What follows belongs to an exercise in optimizing a design on an open flow for small area, a short achievable clock period and few clock cycles; a production flow would make more cautious choices.
Where RTL was checked, it was by simulation tests only, not by an equivalence proof against the original.

==> run A: inputs <==
Design SP_wocg, start of the top module:
module SP_wocg(
	clk,
	rst_n,
	in_valid,
	in_data,
	in_mode,
	out_valid,
	out_data
);
input clk, rst_n, in_valid;
input [2:0] in_mode;
input [8:0] in_data;
output reg out_valid;
output reg [8:0] out_data;
integer k;
wire [8:0] e_in;         
function [8:0] qadd;     
	input [8:0] x, y;
	reg [9:0] s, s2;
	begin
		s  = {2'b0, x[7:0]} + {2'b0, y[7:0]};
		s2 = {2'b0, x[7:0]} + {2'b0, y[7:0]} + 10'd258;   
		if (s2[9]) qadd = {~(x[8] ^ y[8]), s2[7:0]};
		else       qadd = {x[8] ^ y[8], s[7:0]};
	end
endfunction
function [8:0] qsub;     
	input [8:0] x, y;
	reg [8:0] d, d2;
	begin
		d  = {1'b0, x[7:0]} - {1'b0, y[7:0]};
		d2 = {1'b0, x[7:0]} - {1'b0, y[7:0]} + 9'd254;
		if (d[8]) qsub = {~(x[8] ^ y[8]), d2[7:0]};
		else      qsub = {x[8] ^ y[8], d[7:0]};
	end
endfunction
function [8:0] maddq;    
	input [8:0] x, y;
	input       n;
	reg [9:0] s, s1;
	begin
		s  = {1'b0, x} + {1'b0, y ^ {9{n}}} + {9'd0, n};             
		s1 = {1'b0, x} + {1'b0, y ^ {9{n}}} + (n ? 10'd510 : 10'd3);  
		maddq = (n ? ~s[9] : s1[9]) ? s1[8:0] : s[8:0];
	end
endfunction
function [8:0] madd;     
	input [8:0] x, y;
	reg [9:0] s, s1;
	begin
		s  = {1'b0, x} + {1'b0, y};
		s1 = {1'b0, x} + {1'b0, y} + 10'd3;      
		madd = s1[9] ? s1[8:0] : s[8:0];
	end
endfunction
reg [4:0] cnt;           
reg [2:0] mode;
wire start = (cnt == 5'd0) && in_valid;
reg [4:0] os;            
always @(*) begin
	case ({mode[2], mode[1]})
		2'b00: os = 5'd6;
		2'b10: os = 5'd9;
		2'b01: os = 5'd9;
		default: os = 5'd15;
	endcase
end
wire last = (cnt == os + 5'd5);
wire [4:0] cnt_n = start ? 5'd1 : (cnt == 5'd0 || last) ? 5'd0 : cnt + 5'd1;
always @(posedge clk or negedge rst_n) begin
	if (!rst_n) cnt <= 5'd0;
	else        cnt <= cnt_n;
end
always @(posedge clk) if (start) mode <= in_mode;
reg ph_nl;       
reg first;       
reg ph_b;        
reg ph_k;        
reg ph_c;        
reg ph_s;        
reg ins;         
reg s2_t;        
reg s2_n;        
reg ph_o;        
always @(posedge clk or negedge rst_n) begin
	if (!rst_n) begin
		ph_nl <= 1'b0; ph_b <= 1'b0; ph_k <= 1'b0;
		ph_c <= 1'b0; ph_s <= 1'b0; ins <= 1'b0;
		ph_o <= 1'b0; first <= 1'b0; s2_t <= 1'b0; s2_n <= 1'b0;
	end else begin
		ph_nl <= start || ((cnt >= 5'd1) && (cnt <= 5'd5));
		first <= start;
  ...
clock: 8.0 ns
lec_check: 0
abc_area: 1
abc_clock_period_in_ps: 3500
cap_margin: 20
core_margin: 2
core_utilization: 40
setup_slack_margin: 4.0
slew_margin: 20
synth_memory_max_bits: 16384
tns_end_percent: 5
run.sh (not shown) runs the stock make flow with config.mk's settings and CLKGATE_MAP_FILE= SYNTH_SCRIPT=/design/flow/synth_recipe.tcl, a recipe that flattens the netlist after the stock synthesis.
==> run B: changes against run A <==
--- a/flow/design.v
+++ b/flow/design.v
@@ -10,13 +10,12 @@
 input clk, rst_n, in_valid;
 input [2:0] in_mode;
 input [8:0] in_data;
 output reg out_valid;
 output reg [8:0] out_data;
 integer k;
-wire [8:0] e_in;         
 function [8:0] qadd;     
 	input [8:0] x, y;
 	reg [9:0] s, s2;
 	begin
 		s  = {2'b0, x[7:0]} + {2'b0, y[7:0]};
 		s2 = {2'b0, x[7:0]} + {2'b0, y[7:0]} + 10'd258;   
@@ -36,14 +35,14 @@
 endfunction
 function [8:0] maddq;    
 	input [8:0] x, y;
 	input       n;
 	reg [9:0] s, s1;
 	begin
-		s  = {1'b0, x} + {1'b0, y ^ {9{n}}} + {9'd0, n};             
-		s1 = {1'b0, x} + {1'b0, y ^ {9{n}}} + (n ? 10'd510 : 10'd3);  
+		s  = {1'b0, x} + {1'b0, y ^ {9{n}}} + {9'd0, n};    
+		s1 = s + (n ? 10'd509 : 10'd3);                     
 		maddq = (n ? ~s[9] : s1[9]) ? s1[8:0] : s[8:0];
 	end
 endfunction
 function [8:0] madd;     
 	input [8:0] x, y;
 	reg [9:0] s, s1;
@@ -76,32 +75,28 @@
 reg first;       
 reg ph_b;        
 reg ph_k;        
 reg ph_c;        
 reg ph_s;        
 reg ins;         
-reg s2_t;        
-reg s2_n;        
 reg ph_o;        
 always @(posedge clk or negedge rst_n) begin
 	if (!rst_n) begin
 		ph_nl <= 1'b0; ph_b <= 1'b0; ph_k <= 1'b0;
 		ph_c <= 1'b0; ph_s <= 1'b0; ins <= 1'b0;
-		ph_o <= 1'b0; first <= 1'b0; s2_t <= 1'b0; s2_n <= 1'b0;
+		ph_o <= 1'b0; first <= 1'b0;
 	end else begin
 		ph_nl <= start || ((cnt >= 5'd1) && (cnt <= 5'd5));
 		first <= start;
 		ph_b  <= (cnt >= 5'd1) && (cnt <= 5'd6);
 		ph_k  <= mode[1] && (cnt >= 5'd6) && (cnt <= 5'd11);
 		ph_c  <= mode[1] && (cnt >= 5'd7) && (cnt <= 5'd12);
 		ph_s  <= !mode[1] && (cnt >= 5'd2) && (cnt <= 5'd7);
 		ins   <= mode[2] && (mode[1] ? (cnt >= 5'd8) && (cnt <= 5'd13)
 		                             : (cnt >= 5'd2) && (cnt <= 5'd7));
 		ph_o  <= (cnt != 5'd0) && !last && (cnt + 5'd1 >= os);
-		s2_t  <= mode[0] || (mode[1] && (cnt >= 5'd7) && (cnt <= 5'd12));
-		s2_n  <= (mode[0] || (mode[1] && (cnt >= 5'd7) && (cnt <= 5'd12))) && e_in[8];
 	end
 end
 reg  [8:0] nlog_r;
 reg        ahi_r;        
 wire       in_hi = in_data[8];
 reg  [7:0] in_f;
@@ -378,12 +373,13 @@
       8'd253: nlog_t = 9'd222;
       8'd254: nlog_t = 9'd131;
       8'd255: nlog_t = 9'd387;
 	endcase
 end
 wire [8:0] nl_a = {nlog_r[8] ^ ahi_r, nlog_r[7:0]};
+wire [8:0] e_in;         
 reg  [8:0] ns;
 reg  [8:0] t_r;          
 reg        tq_r;         
 reg  [8:0] exp_t;
 always @(*) begin
 	case (e_in[7:0])
@@ -655,14 +651,14 @@
 reg       rv [0:5];      
 wire [8:0] k_x = mode[0] ? ns : rc[0];
 wire [8:0] k_y = mode[0] ? rc[0] : ns;
 assign e_in = ph_k ? qsub(k_x, k_y) : nl_a;
 always @(posedge clk) if (ph_nl) ns <= first ? nl_a : qadd(ns, nl_a);
 wire [8:0] bval = mode[0] ? v_r : rs[1];
-wire [8:0] s_y = s2_t ? t_r : rs[1];
-wire       s_n = s2_n;
+wire [8:0] s_y = (mode[0] | ph_c) ? t_r : rs[1];
+wire       s_n = (mode[0] | ph_c) & tq_r;
 reg  [5:0] gt;           
 always @(*) begin
 	for (k = 0; k < 6; k = k + 1)
 		gt[k] = (k == 2) || (rv[k] && (rc[2] < rc[k]));
 end
 always @(posedge clk) begin
==> run summary <==
Run B completed without violations. Run A completed with no timing, DRC or antenna violations. Against run A, the clock-buffer cell count of run B is higher by 3. In run B the register-to-register slack is worse than in run A, by 0.03 ns. Of run B and run A, run A has the higher maximum frequency (gap about 0.22%, measured against run A).
No run of this note included a check of the RTL's function; only the layout flow was run.


==> branch zinc: inputs <==
Another version of the RTL of SP_wocg (not shown whole).
Settings: LEC_CHECK=0, ABC_AREA=1, ABC_CLOCK_PERIOD_IN_PS=3500, CAP_MARGIN=20, CORE_MARGIN=2, CORE_UTILIZATION=40, SETUP_SLACK_MARGIN=4.0, SLEW_MARGIN=20, SYNTH_MEMORY_MAX_BITS=16384, TNS_END_PERCENT=5; clock period 8.0 ns.
==> branch delta: changes against branch zinc <==
--- a/flow/design.v
+++ b/flow/design.v
@@ -50,143 +50,65 @@
 		s  = {1'b0, x} + {1'b0, y};
 		s1 = {1'b0, x} + {1'b0, y} + 10'd3;      
 		madd = s1[9] ? s1[8:0] : s[8:0];
 	end
 endfunction
-function [2:0] pop6;
-	input [5:0] v;
-	begin
-		case (v)
-			6'd0: pop6 = 3'd0;
-			6'd1: pop6 = 3'd1;
-			6'd2: pop6 = 3'd1;
-			6'd3: pop6 = 3'd2;
-			6'd4: pop6 = 3'd1;
-			6'd5: pop6 = 3'd2;
-			6'd6: pop6 = 3'd2;
-			6'd7: pop6 = 3'd3;
-			6'd8: pop6 = 3'd1;
-			6'd9: pop6 = 3'd2;
-			6'd10: pop6 = 3'd2;
-			6'd11: pop6 = 3'd3;
-			6'd12: pop6 = 3'd2;
-			6'd13: pop6 = 3'd3;
-			6'd14: pop6 = 3'd3;
-			6'd15: pop6 = 3'd4;
-			6'd16: pop6 = 3'd1;
-			6'd17: pop6 = 3'd2;
-			6'd18: pop6 = 3'd2;
-			6'd19: pop6 = 3'd3;
-			6'd20: pop6 = 3'd2;
-			6'd21: pop6 = 3'd3;
-			6'd22: pop6 = 3'd3;
-			6'd23: pop6 = 3'd4;
-			6'd24: pop6 = 3'd2;
-			6'd25: pop6 = 3'd3;
-			6'd26: pop6 = 3'd3;
-			6'd27: pop6 = 3'd4;
-			6'd28: pop6 = 3'd3;
-			6'd29: pop6 = 3'd4;
-			6'd30: pop6 = 3'd4;
-			6'd31: pop6 = 3'd5;
-			6'd32: pop6 = 3'd1;
-			6'd33: pop6 = 3'd2;
-			6'd34: pop6 = 3'd2;
-			6'd35: pop6 = 3'd3;
-			6'd36: pop6 = 3'd2;
-			6'd37: pop6 = 3'd3;
-			6'd38: pop6 = 3'd3;
-			6'd39: pop6 = 3'd4;
-			6'd40: pop6 = 3'd2;
-			6'd41: pop6 = 3'd3;
-			6'd42: pop6 = 3'd3;
-			6'd43: pop6 = 3'd4;
-			6'd44: pop6 = 3'd3;
-			6'd45: pop6 = 3'd4;
-			6'd46: pop6 = 3'd4;
-			6'd47: pop6 = 3'd5;
-			6'd48: pop6 = 3'd2;
-			6'd49: pop6 = 3'd3;
-			6'd50: pop6 = 3'd3;
-			6'd51: pop6 = 3'd4;
-			6'd52: pop6 = 3'd3;
-			6'd53: pop6 = 3'd4;
-			6'd54: pop6 = 3'd4;
-			6'd55: pop6 = 3'd5;
-			6'd56: pop6 = 3'd3;
-			6'd57: pop6 = 3'd4;
-			6'd58: pop6 = 3'd4;
-			6'd59: pop6 = 3'd5;
-			6'd60: pop6 = 3'd4;
-			6'd61: pop6 = 3'd5;
-			6'd62: pop6 = 3'd5;
-			6'd63: pop6 = 3'd6;
-		endcase
-	end
-endfunction
 reg [4:0] cnt;           
 reg [2:0] mode;
 wire start = (cnt == 5'd0) && in_valid;
 reg [4:0] os;            
 always @(*) begin
 	case ({mode[2], mode[1]})
 		2'b00: os = 5'd6;
-		2'b10: os = 5'd10;
-		2'b01: os = 5'd11;
-		default: os = 5'd16;
+		2'b10: os = 5'd9;
+		2'b01: os = 5'd9;
+		default: os = 5'd15;
 	endcase
 end
 wire last = (cnt == os + 5'd5);
 wire [4:0] cnt_n = start ? 5'd1 : (cnt == 5'd0 || last) ? 5'd0 : cnt + 5'd1;
-wire [2:0] mode_n = start ? in_mode : mode;
 always @(posedge clk or negedge rst_n) begin
 	if (!rst_n) cnt <= 5'd0;
 	else        cnt <= cnt_n;
 end
 always @(posedge clk) if (start) mode <= in_mode;
 reg ph_nl;       
+reg first;       
 reg ph_b;        
 reg ph_k;        
-reg k_first;     
 reg ph_c;        
 reg ph_s;        
-reg ins_4;       
-reg ins_5;       
+reg ins;         
 reg ph_o;        
-reg first;       
-reg [2:0] oc;
 always @(posedge clk or negedge rst_n) begin
 	if (!rst_n) begin
 		ph_nl <= 1'b0; ph_b <= 1'b0; ph_k <= 1'b0;
-		ph_c <= 1'b0; ph_s <= 1'b0; ins_4 <= 1'b0; ins_5 <= 1'b0; k_first <= 1'b0;
-		ph_o <= 1'b0; first <= 1'b0; oc <= 3'd0;
+		ph_c <= 1'b0; ph_s <= 1'b0; ins <= 1'b0;
+		ph_o <= 1'b0; first <= 1'b0;
 	end else begin
-		ph_nl <= (cnt_n >= 5'd2) && (cnt_n <= 5'd7);
-		first <= (cnt_n == 5'd2);
-		ph_b  <= (cnt_n >= 5'd3) && (cnt_n <= 5'd8);
-		ph_k  <= mode_n[1] && (cnt_n >= 5'd7) && (cnt_n <= 5'd12);
-		k_first <= (cnt_n == 5'd7);
-		ph_c  <= mode_n[1] && (cnt_n >= 5'd9) && (cnt_n <= 5'd14);
-		ph_s  <= mode_n[1] ? (cnt_n >= 5'd9) && (cnt_n <= 5'd14)
-		                   : (cnt_n >= 5'd4) && (cnt_n <= 5'd9);
-		ins_4 <= mode_n[2] && !mode_n[1] && (cnt_n >= 5'd4) && (cnt_n <= 5'd9);
-		ins_5 <= mode_n[2] && mode_n[1] && (cnt_n >= 5'd10) && (cnt_n <= 5'd15);
-		ph_o  <= (cnt_n != 5'd0) && (cnt_n >= os);
-		oc    <= ph_o ? oc + 3'd1 : 3'd0;
+		ph_nl <= start || ((cnt >= 5'd1) && (cnt <= 5'd5));
+		first <= start;
+		ph_b  <= (cnt >= 5'd1) && (cnt <= 5'd6);
+		ph_k  <= mode[1] && (cnt >= 5'd6) && (cnt <= 5'd11);
+		ph_c  <= mode[1] && (cnt >= 5'd7) && (cnt <= 5'd12);
+		ph_s  <= !mode[1] && (cnt >= 5'd2) && (cnt <= 5'd7);
+		ins   <= mode[2] && (mode[1] ? (cnt >= 5'd8) && (cnt <= 5'd13)
+		                             : (cnt >= 5'd2) && (cnt <= 5'd7));
+		ph_o  <= (cnt != 5'd0) && !last && (cnt + 5'd1 >= os);
 	end
 end
-reg [7:0] af_r;          
-reg       ahi_r;         
-wire      in_hi = in_data[8];
+reg  [8:0] nlog_r;
+reg        ahi_r;        
+wire       in_hi = in_data[8];
 wire [7:0] in_f = in_hi ? ~in_data[7:0] - 8'd2 : in_data[7:0];    
+reg  [8:0] nlog_t;
 always @(posedge clk) begin
-	af_r  <= in_f;
-	ahi_r <= in_hi;
+	nlog_r <= nlog_t;
+	ahi_r  <= in_hi;
 end
-reg  [8:0] nlog_t;
 always @(*) begin
-	case (af_r)
+	case (in_f)
       8'd0: nlog_t = 9'd0;
       8'd1: nlog_t = 9'd0;
       8'd2: nlog_t = 9'd169;
       8'd3: nlog_t = 9'd507;
       8'd4: nlog_t = 9'd340;
@@ -441,12 +363,12 @@
       8'd253: nlog_t = 9'd82;
       8'd254: nlog_t = 9'd85;
       8'd255: nlog_t = 9'd341;
 	endcase
 end
-wire [8:0] nl_a = {nlog_t[8] ^ ahi_r, nlog_t[7:0]};
-reg  [8:0] e_in;
+wire [8:0] nl_a = {nlog_r[8] ^ ahi_r, nlog_r[7:0]};
+wire [8:0] e_in;         
 reg  [8:0] ns;
 reg  [8:0] t_r;          
 reg        tq_r;         
 reg  [8:0] exp_t;
 always @(*) begin
@@ -714,65 +636,41 @@
 	tq_r <= e_in[8];
 end
 wire [8:0] v_r = tq_r ? 9'd509 - t_r : t_r;
 reg [8:0] rs [0:5];      
 reg [8:0] rc [0:5];      
-reg [2:0] rk [0:5];      
 reg       rv [0:5];      
-wire [8:0] k_z = k_first ? 9'd0 : rc[1];
-wire [8:0] k_x = mode[0] ? ns : k_z;
-wire [8:0] k_y = mode[0] ? k_z : ns;
-always @(posedge clk) e_in <= ph_k ? qsub(k_x, k_y) : nl_a;
-always @(posedge clk) if (ph_nl) ns <= first ? e_in : qadd(ns, e_in);
-wire [8:0] bval = mode[0] ? v_r : rs[2];
-wire       ins = ins_4 || ins_5;
-reg  [5:0] lt;
-reg  [5:0] ge;
+wire [8:0] k_x = mode[0] ? ns : rc[0];
+wire [8:0] k_y = mode[0] ? rc[0] : ns;
+assign e_in = ph_k ? qsub(k_x, k_y) : nl_a;
+always @(posedge clk) if (ph_nl) ns <= first ? nl_a : qadd(ns, nl_a);
+wire [8:0] bval = mode[0] ? v_r : rs[1];
+wire [8:0] s_y = (mode[0] | ph_c) ? t_r : rs[1];
+wire       s_n = (mode[0] | ph_c) & tq_r;
+reg  [5:0] gt;           
 always @(*) begin
-	for (k = 0; k < 6; k = k + 1) begin
-		lt[k] = (ins_5 ? rc[4] : rc[3]) < rc[k];    
-		ge[k] = rv[k] & ~lt[k];
-	end
+	for (k = 0; k < 6; k = k + 1)
+		gt[k] = (k == 2) || (rv[k] && (rc[2] < rc[k]));
 end
-wire [2:0] nrank = pop6(ge);
 always @(posedge clk) begin
 	for (k = 0; k < 6; k = k + 1) begin
 		rs[(k+1)%6] <= rs[k];
-		rc[(k+1)%6] <= rc[k];
-		rk[(k+1)%6] <= rk[k] + {2'b0, ins & rv[k] & lt[k]};
+		if (ins && gt[k]) rc[(k+1)%6] <= gt[(k+1)%6] ? rc[(k+1)%6] : rc[2];
+		else              rc[(k+1)%6] <= rc[k];
 		rv[(k+1)%6] <= rv[k] & ~start;
 	end
 	if (in_valid) rs[0] <= in_data;
-	if (ph_nl) rc[2] <= e_in;
-	if (ph_b) begin
-		rs[3] <= maddq(rs[2], mode[0] ? t_r : rs[2], mode[0] & tq_r);
-		rc[3] <= mode[1] ? rc[2] : bval;
-	end
-	if (ph_c) rc[4] <= v_r;
-	if (ph_s) rs[4] <= maddq(rs[3], mode[1] ? t_r : rc[3], mode[1] & tq_r);
-	if (ins_4) begin
-		rk[4] <= nrank;
-		rv[4] <= 1'b1;
+	if (ph_nl) rc[1] <= nl_a;
+	if (ph_b || ph_c) begin
+		rs[2] <= maddq(rs[1], s_y, s_n);
+		rc[2] <= ph_c ? v_r : mode[1] ? rc[1] : bval;
 	end
-	if (ins_5) begin
-		rk[5] <= nrank;
-		rv[5] <= 1'b1;
-	end
-end
-reg  [8:0] o_s, o_c, o_d;
-always @(*) begin
-	case ({mode[2], mode[1]})
-		2'b00:   begin o_s = rs[5]; o_c = rc[5]; end
-		2'b01:   begin o_s = rs[4]; o_c = rc[4]; end
-		default: begin o_s = rs[3]; o_c = rc[3]; end
-	endcase
-	o_d = 9'd0;
-	for (k = 0; k < 6; k = k + 1)
-		o_d = o_d | ((rk[k] == oc) ? rc[k] : 9'd0);
-	if (!mode[2]) o_d = o_c;
+	if (ph_s) rs[3] <= madd(rs[2], rc[2]);
+	if (ins) rv[3] <= 1'b1;
 end
-wire [8:0] e_val = madd(o_s, o_d);
+wire       o_2 = mode[2] | mode[1];
+wire [8:0] e_val = madd(o_2 ? rs[2] : rs[5], o_2 ? rc[2] : rc[5]);
 always @(posedge clk or negedge rst_n) begin
 	if (!rst_n) begin
 		out_valid <= 1'b0;
 		out_data  <= 9'd0;
 	end else begin
--- a/flow/config.mk
+++ b/flow/config.mk
@@ -7,10 +7,10 @@
 export LEC_CHECK = 0
 export ABC_AREA = 1
 export ABC_CLOCK_PERIOD_IN_PS = 3500
 export CAP_MARGIN = 20
 export CORE_MARGIN = 2
-export CORE_UTILIZATION = 40
+export CORE_UTILIZATION = 55
 export SETUP_SLACK_MARGIN = 4.0
 export SLEW_MARGIN = 20
 export SYNTH_MEMORY_MAX_BITS = 16384
 export TNS_END_PERCENT = 5
==> branch indigo: changes against branch zinc <==
--- a/flow/design.v
+++ b/flow/design.v
@@ -130,11 +130,11 @@
 always @(*) begin
 	case ({mode[2], mode[1]})
 		2'b00: os = 5'd6;
 		2'b10: os = 5'd10;
 		2'b01: os = 5'd11;
-		default: os = 5'd16;
+		default: os = 5'd17;
 	endcase
 end
 wire last = (cnt == os + 5'd5);
 wire [4:0] cnt_n = start ? 5'd1 : (cnt == 5'd0 || last) ? 5'd0 : cnt + 5'd1;
 wire [2:0] mode_n = start ? in_mode : mode;
@@ -144,34 +144,32 @@
 end
 always @(posedge clk) if (start) mode <= in_mode;
 reg ph_nl;       
 reg ph_b;        
 reg ph_k;        
-reg k_first;     
 reg ph_c;        
 reg ph_s;        
 reg ins_4;       
 reg ins_5;       
 reg ph_o;        
 reg first;       
 reg [2:0] oc;
 always @(posedge clk or negedge rst_n) begin
 	if (!rst_n) begin
 		ph_nl <= 1'b0; ph_b <= 1'b0; ph_k <= 1'b0;
-		ph_c <= 1'b0; ph_s <= 1'b0; ins_4 <= 1'b0; ins_5 <= 1'b0; k_first <= 1'b0;
+		ph_c <= 1'b0; ph_s <= 1'b0; ins_4 <= 1'b0; ins_5 <= 1'b0;
 		ph_o <= 1'b0; first <= 1'b0; oc <= 3'd0;
 	end else begin
 		ph_nl <= (cnt_n >= 5'd2) && (cnt_n <= 5'd7);
 		first <= (cnt_n == 5'd2);
 		ph_b  <= (cnt_n >= 5'd3) && (cnt_n <= 5'd8);
-		ph_k  <= mode_n[1] && (cnt_n >= 5'd7) && (cnt_n <= 5'd12);
-		k_first <= (cnt_n == 5'd7);
-		ph_c  <= mode_n[1] && (cnt_n >= 5'd9) && (cnt_n <= 5'd14);
-		ph_s  <= mode_n[1] ? (cnt_n >= 5'd9) && (cnt_n <= 5'd14)
+		ph_k  <= mode_n[1] && (cnt_n >= 5'd8) && (cnt_n <= 5'd13);
+		ph_c  <= mode_n[1] && (cnt_n >= 5'd10) && (cnt_n <= 5'd15);
+		ph_s  <= mode_n[1] ? (cnt_n >= 5'd10) && (cnt_n <= 5'd15)
 		                   : (cnt_n >= 5'd4) && (cnt_n <= 5'd9);
 		ins_4 <= mode_n[2] && !mode_n[1] && (cnt_n >= 5'd4) && (cnt_n <= 5'd9);
-		ins_5 <= mode_n[2] && mode_n[1] && (cnt_n >= 5'd10) && (cnt_n <= 5'd15);
+		ins_5 <= mode_n[2] && mode_n[1] && (cnt_n >= 5'd11) && (cnt_n <= 5'd16);
 		ph_o  <= (cnt_n != 5'd0) && (cnt_n >= os);
 		oc    <= ph_o ? oc + 3'd1 : 3'd0;
 	end
 end
 reg [7:0] af_r;          
@@ -716,22 +714,23 @@
 wire [8:0] v_r = tq_r ? 9'd509 - t_r : t_r;
 reg [8:0] rs [0:5];      
 reg [8:0] rc [0:5];      
 reg [2:0] rk [0:5];      
 reg       rv [0:5];      
-wire [8:0] k_z = k_first ? 9'd0 : rc[1];
-wire [8:0] k_x = mode[0] ? ns : k_z;
-wire [8:0] k_y = mode[0] ? k_z : ns;
+reg [8:0] x_r;           
+wire [8:0] k_x = mode[0] ? ns : rc[1];
+wire [8:0] k_y = mode[0] ? rc[1] : ns;
 always @(posedge clk) e_in <= ph_k ? qsub(k_x, k_y) : nl_a;
 always @(posedge clk) if (ph_nl) ns <= first ? e_in : qadd(ns, e_in);
 wire [8:0] bval = mode[0] ? v_r : rs[2];
+always @(posedge clk) x_r <= mode[1] ? v_r : bval;
 wire       ins = ins_4 || ins_5;
 reg  [5:0] lt;
 reg  [5:0] ge;
 always @(*) begin
 	for (k = 0; k < 6; k = k + 1) begin
-		lt[k] = (ins_5 ? rc[4] : rc[3]) < rc[k];    
+		lt[k] = x_r < rc[k];
 		ge[k] = rv[k] & ~lt[k];
 	end
 end
 wire [2:0] nrank = pop6(ge);
 always @(posedge clk) begin
@@ -760,12 +759,12 @@
 end
 reg  [8:0] o_s, o_c, o_d;
 always @(*) begin
 	case ({mode[2], mode[1]})
 		2'b00:   begin o_s = rs[5]; o_c = rc[5]; end
-		2'b01:   begin o_s = rs[4]; o_c = rc[4]; end
-		default: begin o_s = rs[3]; o_c = rc[3]; end
+		2'b10:   begin o_s = rs[3]; o_c = rc[3]; end
+		default: begin o_s = rs[4]; o_c = rc[4]; end
 	endcase
 	o_d = 9'd0;
 	for (k = 0; k < 6; k = k + 1)
 		o_d = o_d | ((rk[k] == oc) ? rc[k] : 9'd0);
 	if (!mode[2]) o_d = o_c;
--- a/flow/config.mk
+++ b/flow/config.mk
@@ -8,9 +8,9 @@
 export ABC_AREA = 1
 export ABC_CLOCK_PERIOD_IN_PS = 3500
 export CAP_MARGIN = 20
 export CORE_MARGIN = 2
 export CORE_UTILIZATION = 40
-export SETUP_SLACK_MARGIN = 4.0
+export SETUP_SLACK_MARGIN = 4.5
 export SLEW_MARGIN = 20
 export SYNTH_MEMORY_MAX_BITS = 16384
 export TNS_END_PERCENT = 5
==> branch garnet: changes against branch zinc <==
--- a/flow/config.mk
+++ b/flow/config.mk
@@ -8,9 +8,9 @@
 export ABC_AREA = 1
 export ABC_CLOCK_PERIOD_IN_PS = 3500
 export CAP_MARGIN = 20
 export CORE_MARGIN = 2
 export CORE_UTILIZATION = 40
-export SETUP_SLACK_MARGIN = 4.0
+export SETUP_SLACK_MARGIN = 4.4
 export SLEW_MARGIN = 20
 export SYNTH_MEMORY_MAX_BITS = 16384
 export TNS_END_PERCENT = 5
==> comparison <==
Between branch zinc and branch garnet, the lower final area is in branch zinc (gap about 2%, measured against branch garnet). Of branch garnet and branch indigo, branch indigo has the higher setup slack (gap 130 ps). Between branch zinc and branch garnet, the lower via count is in branch zinc (gap 1.2%, measured against branch garnet). Against branch garnet, the clock skew of branch indigo is higher by 3.4 ps.
Testbench counts of branch indigo, summed over its fixed seeds: cycles 6,903.
For branch zinc, branch delta and branch garnet, only the layout was checked, not whether the RTL still works.

-- what the ideal ports hide --
In the flow no input, the clock included, has a driving cell. The finished layouts below were timed again as built, in two steps.
Step 1: set_driving_cell puts a clkbuf_16 on clk and a buf_2 on each other input, an assumption about the parent block.
Step 2 also shifts input and output timing later by t, the mid clock arrival at the registers, as if the neighbouring blocks saw the same clock.
Three values: ideal, step 1, step 2; two values: the first two.
| run | t, ns | setup slack, ns | worst setup path at the end | latest minus earliest clock arrival (ns) | slew at the worst register clock pin (ns) |
|---|---|---|---|---|---|
| run A | 0.508 | 3.945 / 3.967 / 3.459 | input to register | 0.032 / 0.032 | 0.09 / 0.09 |
| run B | 0.513 | 3.936 / 3.966 / 3.453 | input to register | 0.019 / 0.018 | 0.08 / 0.08 |
| branch zinc | 0.605 | 4.023 / 4.063 / 3.458 | input to register | 0.034 / 0.034 | 0.08 / 0.08 |
| branch delta | 0.497 | 3.789 / 3.823 / 3.326 | input to register | 0.017 / 0.018 | 0.08 / 0.08 |
| branch indigo | 0.583 | 4.206 / 4.235 / 3.652 | input to register | 0.022 / 0.021 | 0.08 / 0.08 |
| branch garnet | 0.599 | 4.077 / 4.110 / 3.511 | input to register | 0.018 / 0.017 | 0.07 / 0.07 |
After both steps every run listed still meets setup and hold. The setup slack of branch garnet, which loses most, moves by +0.033 ns with the drivers and by -0.566 ns with both steps.
